What follows belongs to an exercise in optimizing a design on an open flow for small area; a production flow would make more cautious choices. Function was checked by simulation only, so behaviour that the tests miss may differ from the original. Power is estimated from default activity; no workload was simulated.

old:
## conv2D_int16
module conv2D_int16(
    input wire  M_AXIS_ACLK,
    input wire  M_AXIS_ARESETN,
    input wire  S_AXIS_ACLK,
    input wire  S_AXIS_ARESETN,
    output wire  M_AXIS_TVALID,
    output wire [15:0] M_AXIS_TDATA,
    output wire [1:0] M_AXIS_TKEEP,
    output wire  M_AXIS_TLAST,
    input wire  M_AXIS_TREADY,
    output wire  S_AXIS_TREADY,
    input wire [15:0] S_AXIS_TDATA,
    input wire [1:0] S_AXIS_TKEEP,
    input wire  S_AXIS_TLAST,
    input wire  S_AXIS_TVALID
    );
For scale: ~1300 cells after synthesis, ~220 flip-flops, roughly 46 I/O pins, roughly 0.017 sq mm of cells after synthesis.
clock: 16.0 ns
lec_check: 0
cap_margin: 20
core_margin: 2
core_utilization: 45
cts_buf_list: sky130_fd_sc_hd__clkbuf_8
cts_cluster_diameter: 60
cts_cluster_size: 14
gpl_timing_driven: 1
place_density: 0.6
slew_margin: 20
synth_hierarchical: 1
synth_minimum_keep_size: 0
standard.sh (not shown) runs the stock make flow with config.mk's settings and CLKGATE_MAP_FILE= SYNTH_SCRIPT=/design/flow/synth_recipe.tcl, a recipe that flattens the netlist after the stock synthesis.
==> flow/flow/run.sh <==
#!/bin/bash
set -euo pipefail
here=$(pwd)
bash standard.sh \
  "POST_FLOORPLAN_TCL=$here/flow/downsize.tcl" \
  "BUFFER_PORTS_ARGS=-buffer_cell sky130_fd_sc_hd__buf_1" \
  "CTS_ARGS=-sink_clustering_enable -repair_clock_nets -sink_clustering_size 14 -sink_clustering_max_diameter 60 -buf_list sky130_fd_sc_hd__clkbuf_8 -dont_use_dummy_load" \
  finish > standard.log 2>&1
Other scripts of this flow, unchanged in this note and not shown: flow/flow/downsize.tcl
old went all the way through the flow, and no timing, DRC or antenna check failed.
--- input diff old..new ---
==> flow/flow/run.sh <==
#!/bin/bash
set -euo pipefail
here=$(pwd)
bash standard.sh \
  "POST_FLOORPLAN_TCL=$here/flow/downsize.tcl" \
  "BUFFER_PORTS_ARGS=-buffer_cell sky130_fd_sc_hd__buf_1" \
  "CTS_ARGS=-sink_clustering_enable -repair_clock_nets -sink_clustering_size 8 -sink_clustering_max_diameter 40 -buf_list sky130_fd_sc_hd__clkbuf_4 -dont_use_dummy_load" \
  finish > standard.log 2>&1
Findings:
- new finished all stages; the layout is clean.
- Comparing new and old, the lower number of antenna violations at the first check in global routing was measured on old.
- Going from old to new, sequential cell count about even, cell area about even.
- From old to new the numbers moved as follows: combinational cell fraction of total power went up by 0.3 points; power went down 14 uW; final-layout clock buffer total went up about 70%; smallest setup slack after layout +210 ps; final standard cell count with taps included and fillers excluded up 1.0%.
- Against old, new comes in 61 ps higher on clock skew.
- Summary of new over old: time the worst path needs with I/O delays and setup decreased 210 ps; sum of routed wire length over all layers increased 180 um.

========
## P
Another version of the RTL of conv2D_int16 (not shown whole).
For scale: ~1300 cells after synthesis, roughly 220 flip-flops, ~46 I/O pins.
clock: 16.0 ns
lec_check: 0
cap_margin: 0
core_margin: 2
core_utilization: 45
cts_buf_list: sky130_fd_sc_hd__clkbuf_8
cts_cluster_diameter: 60
cts_cluster_size: 20
place_density: 0.6
slew_margin: 0
synth_hierarchical: 1
synth_minimum_keep_size: 0
run.sh (not shown) runs the stock make flow with config.mk's settings and CLKGATE_MAP_FILE= SYNTH_SCRIPT=/design/flow/synth_recipe.tcl, a recipe that flattens the netlist after the stock synthesis.
Stock flow here: none of the scripts above is used.
The inputs of Q differ from those of P as listed below.
# P
export LEC_CHECK = 0
export CAP_MARGIN = 0
export CORE_MARGIN = 2
export CORE_UTILIZATION = 45
export CTS_BUF_LIST = sky130_fd_sc_hd__clkbuf_8
export CTS_CLUSTER_DIAMETER = 60
export CTS_CLUSTER_SIZE = 20
export PLACE_DENSITY = 0.6
export SLEW_MARGIN = 0
export SYNTH_HIERARCHICAL = 1
export SYNTH_MINIMUM_KEEP_SIZE = 0
create_clock -name core_clock -period 16.0 [get_ports {S_AXIS_ACLK}]
# Q
export LEC_CHECK = 0
export CAP_MARGIN = 0
export CORE_MARGIN = 2
export CORE_UTILIZATION = 45
export CTS_BUF_LIST = sky130_fd_sc_hd__clkbuf_8
export GPL_TIMING_DRIVEN = 1
export PLACE_DENSITY = 0.6
export SLEW_MARGIN = 0
export SYNTH_HIERARCHICAL = 1
export SYNTH_MINIMUM_KEEP_SIZE = 0
create_clock -name core_clock -period 16.0 [get_ports {S_AXIS_ACLK}]
## What came out
- Final cell count, P and Q: lower on P
- Compared with P, Q shows wire length higher by 550 µm.
- Compared with P, Q shows a higher count of clock-buffer cells in the layout.
- Signal arrival time at the worst endpoint of P is on par with Q.
- P and Q ended up with nearly the same sequential power.
- Against P, Q comes in 0.50 points higher on overall track demand over capacity in global routing.
- Status: layout filler cell count parity (P, Q)
Changes in R relative to Q:
# Q
export LEC_CHECK = 0
export CAP_MARGIN = 0
export CORE_MARGIN = 2
export CORE_UTILIZATION = 45
export CTS_BUF_LIST = sky130_fd_sc_hd__clkbuf_8
export GPL_TIMING_DRIVEN = 1
export PLACE_DENSITY = 0.6
export SLEW_MARGIN = 0
export SYNTH_HIERARCHICAL = 1
export SYNTH_MINIMUM_KEEP_SIZE = 0
create_clock -name core_clock -period 16.0 [get_ports {S_AXIS_ACLK}]
# R
export LEC_CHECK = 0
export CAP_MARGIN = 20
export CORE_MARGIN = 2
export CORE_UTILIZATION = 45
export CTS_BUF_LIST = sky130_fd_sc_hd__clkbuf_8
export CTS_CLUSTER_DIAMETER = 60
export CTS_CLUSTER_SIZE = 14
export GPL_TIMING_DRIVEN = 1
export PLACE_DENSITY = 0.6
export SLEW_MARGIN = 20
export SYNTH_HIERARCHICAL = 1
export SYNTH_MINIMUM_KEEP_SIZE = 0
create_clock -name core_clock -period 16.0 [get_ports {S_AXIS_ACLK}]
==> flow/flow/run.sh (new file) <==
#!/bin/bash
set -euo pipefail
bash standard.sh \
  "BUFFER_PORTS_ARGS=-buffer_cell sky130_fd_sc_hd__buf_1" \
  "CTS_ARGS=-sink_clustering_enable -repair_clock_nets -sink_clustering_size 14 -sink_clustering_max_diameter 60 -buf_list sky130_fd_sc_hd__clkbuf_8 -dont_use_dummy_load" \
  finish > standard.log 2>&1
==> flow/standard.sh (new file) <==
#!/bin/bash
# synth_recipe.tcl (not shown) runs the flow's synth.tcl, then flattens the netlist and writes it again
# the make line also repeats each setting of config.mk as NAME=value (left out here)
make -C /OpenROAD-flow-scripts/flow DESIGN_CONFIG=/design/flow/config.mk WORK_HOME=/design/flow/orfs CLKGATE_MAP_FILE= SYNTH_SCRIPT=/design/flow/synth_recipe.tcl "${@:-finish}"
removed: flow/run.sh
--- outcome ---
R did not stop at any stage, and its layout met the timing, DRC and antenna checks. R does better than Q on minimum clock period. R -> Q: worst hold slack flat. Compared with Q, in R relative contribution of combinational cells to total power climbed 3.3 points; layout clock buffer count dropped 18. From Q to R, mean instance size in the synthesized netlist did not move at all. Compared with Q, in R total power now smaller; total wirelength of the detailed-routed design decreased 2.6%; part of the power in the clock network down 9.2 points.
What S does differently from R at the input level:
# R
export LEC_CHECK = 0
export CAP_MARGIN = 20
export CORE_MARGIN = 2
export CORE_UTILIZATION = 45
export CTS_BUF_LIST = sky130_fd_sc_hd__clkbuf_8
export CTS_CLUSTER_DIAMETER = 60
export CTS_CLUSTER_SIZE = 14
export GPL_TIMING_DRIVEN = 1
export PLACE_DENSITY = 0.6
export SLEW_MARGIN = 20
export SYNTH_HIERARCHICAL = 1
export SYNTH_MINIMUM_KEEP_SIZE = 0
create_clock -name core_clock -period 16.0 [get_ports {S_AXIS_ACLK}]
# S
export LEC_CHECK = 0
export CAP_MARGIN = 20
export CORE_MARGIN = 2
export CORE_UTILIZATION = 45
export CTS_BUF_LIST = sky130_fd_sc_hd__clkbuf_16
export CTS_CLUSTER_DIAMETER = 80
export CTS_CLUSTER_SIZE = 24
export PLACE_DENSITY = 0.6
export SLEW_MARGIN = 20
export SYNTH_HIERARCHICAL = 1
export SYNTH_MINIMUM_KEEP_SIZE = 0
create_clock -name core_clock -period 16.0 [get_ports {S_AXIS_ACLK}]
==> flow/run.sh (new file) <==
#!/bin/bash
# synth_recipe.tcl (not shown) runs the flow's synth.tcl, then flattens the netlist and writes it again
# the make line also repeats each setting of config.mk as NAME=value (left out here)
make -C /OpenROAD-flow-scripts/flow DESIGN_CONFIG=/design/flow/config.mk WORK_HOME=/design/flow/orfs CLKGATE_MAP_FILE= SYNTH_SCRIPT=/design/flow/synth_recipe.tcl finish
removed: flow/flow/run.sh
removed: flow/standard.sh
==> results.txt <==
In the reports for S and R, the smaller source-to-sink clock delay at the later pin of the worst-skew pair belongs to S.
S: wire length of the first global-routing pass higher than R
S has count of plain and timing-repair buffers in the layout above what R had.
Growth of design area from synthesis to finish was higher in S than in R.
Comparing S and R, utilization is higher on S.
Taking R as the reference, in S sequential share of layout area has decreased; cell area up 620 µm²; routed wire length now sits higher; clock network fraction of design power now larger.
Modified inputs, T compared to S
# S
export LEC_CHECK = 0
export CAP_MARGIN = 20
export CORE_MARGIN = 2
export CORE_UTILIZATION = 45
export CTS_BUF_LIST = sky130_fd_sc_hd__clkbuf_16
export CTS_CLUSTER_DIAMETER = 80
export CTS_CLUSTER_SIZE = 24
export PLACE_DENSITY = 0.6
export SLEW_MARGIN = 20
export SYNTH_HIERARCHICAL = 1
export SYNTH_MINIMUM_KEEP_SIZE = 0
create_clock -name core_clock -period 16.0 [get_ports {S_AXIS_ACLK}]
# T
export LEC_CHECK = 0
export CAP_MARGIN = 20
export CORE_MARGIN = 2
export CORE_UTILIZATION = 65
export CTS_BUF_LIST = sky130_fd_sc_hd__clkbuf_8
export CTS_CLUSTER_DIAMETER = 60
export CTS_CLUSTER_SIZE = 14
export GPL_TIMING_DRIVEN = 1
export PLACE_DENSITY = 0.8
export SLEW_MARGIN = 20
export SYNTH_HIERARCHICAL = 1
export SYNTH_MINIMUM_KEEP_SIZE = 0
create_clock -name core_clock -period 16.0 [get_ports {S_AXIS_ACLK}]
==> flow/flow/run.sh (new file) <==
#!/bin/bash
set -euo pipefail
bash standard.sh "BUFFER_PORTS_ARGS=-buffer_cell sky130_fd_sc_hd__buf_1" finish > standard.log 2>&1
==> flow/standard.sh (new file) <==
#!/bin/bash
# synth_recipe.tcl (not shown) runs the flow's synth.tcl, then flattens the netlist and writes it again
# the make line also repeats each setting of config.mk as NAME=value (left out here)
make -C /OpenROAD-flow-scripts/flow DESIGN_CONFIG=/design/flow/config.mk WORK_HOME=/design/flow/orfs CLKGATE_MAP_FILE= SYNTH_SCRIPT=/design/flow/synth_recipe.tcl "${@:-finish}"
removed: flow/run.sh
- T reached the end of the flow, and the finished layout is clean on the timing, DRC and antenna checks.
- Note that the number of standard cells in the layout, taps in and fillers out recorded for S amounts to 1.08 times the value seen in T.
- When T is set beside S, its number of global-route vias before repair turns out to be 1.1% larger.
- From S to T, count of sequential standard cells did not move at all.
- Compared with S, in T worst setup slack grew by 98 ps, global routing met1 resource utilization grew by 12 points.

-- re-timing with driven ports --
Ports are ideal in the flow. The routed layouts listed here were re-timed in OpenROAD.
Step 1 assumes that a clkbuf_16 drives the clock port and a buf_2 every other input.
Step 2 adds t to the input delays and takes it off the output delays; t is the mean of the earliest and latest rising clock arrival at the registers after step 1. Input paths then give back, and output paths get back, about the clock's delay inside the block.
Three values: ideal ports, drivers, drivers and shift; two values: the first two.
run | t, ns | setup WS [ns] | worst data-port slew with drivers (ns)
old | 0.618 | 3.603 / 3.629 / 3.011 | 0.05
new | 0.742 | 3.812 / 3.841 / 3.099 | 0.04
P | 0.653 | 3.561 / 3.586 / 2.933 | 0.04
Q | 0.651 | 3.553 / 3.579 / 2.927 | 0.04
R | 0.627 | 3.630 / 3.656 / 3.028 | 0.04
S | 0.570 | 3.480 / 3.508 / 2.938 | 0.04
T | 0.593 | 3.578 / 3.600 / 3.007 | 0.05
After both steps every run listed still meets setup and hold. The setup slack of new, which loses most, moves by +0.029 ns with the drivers and by -0.713 ns with both steps.
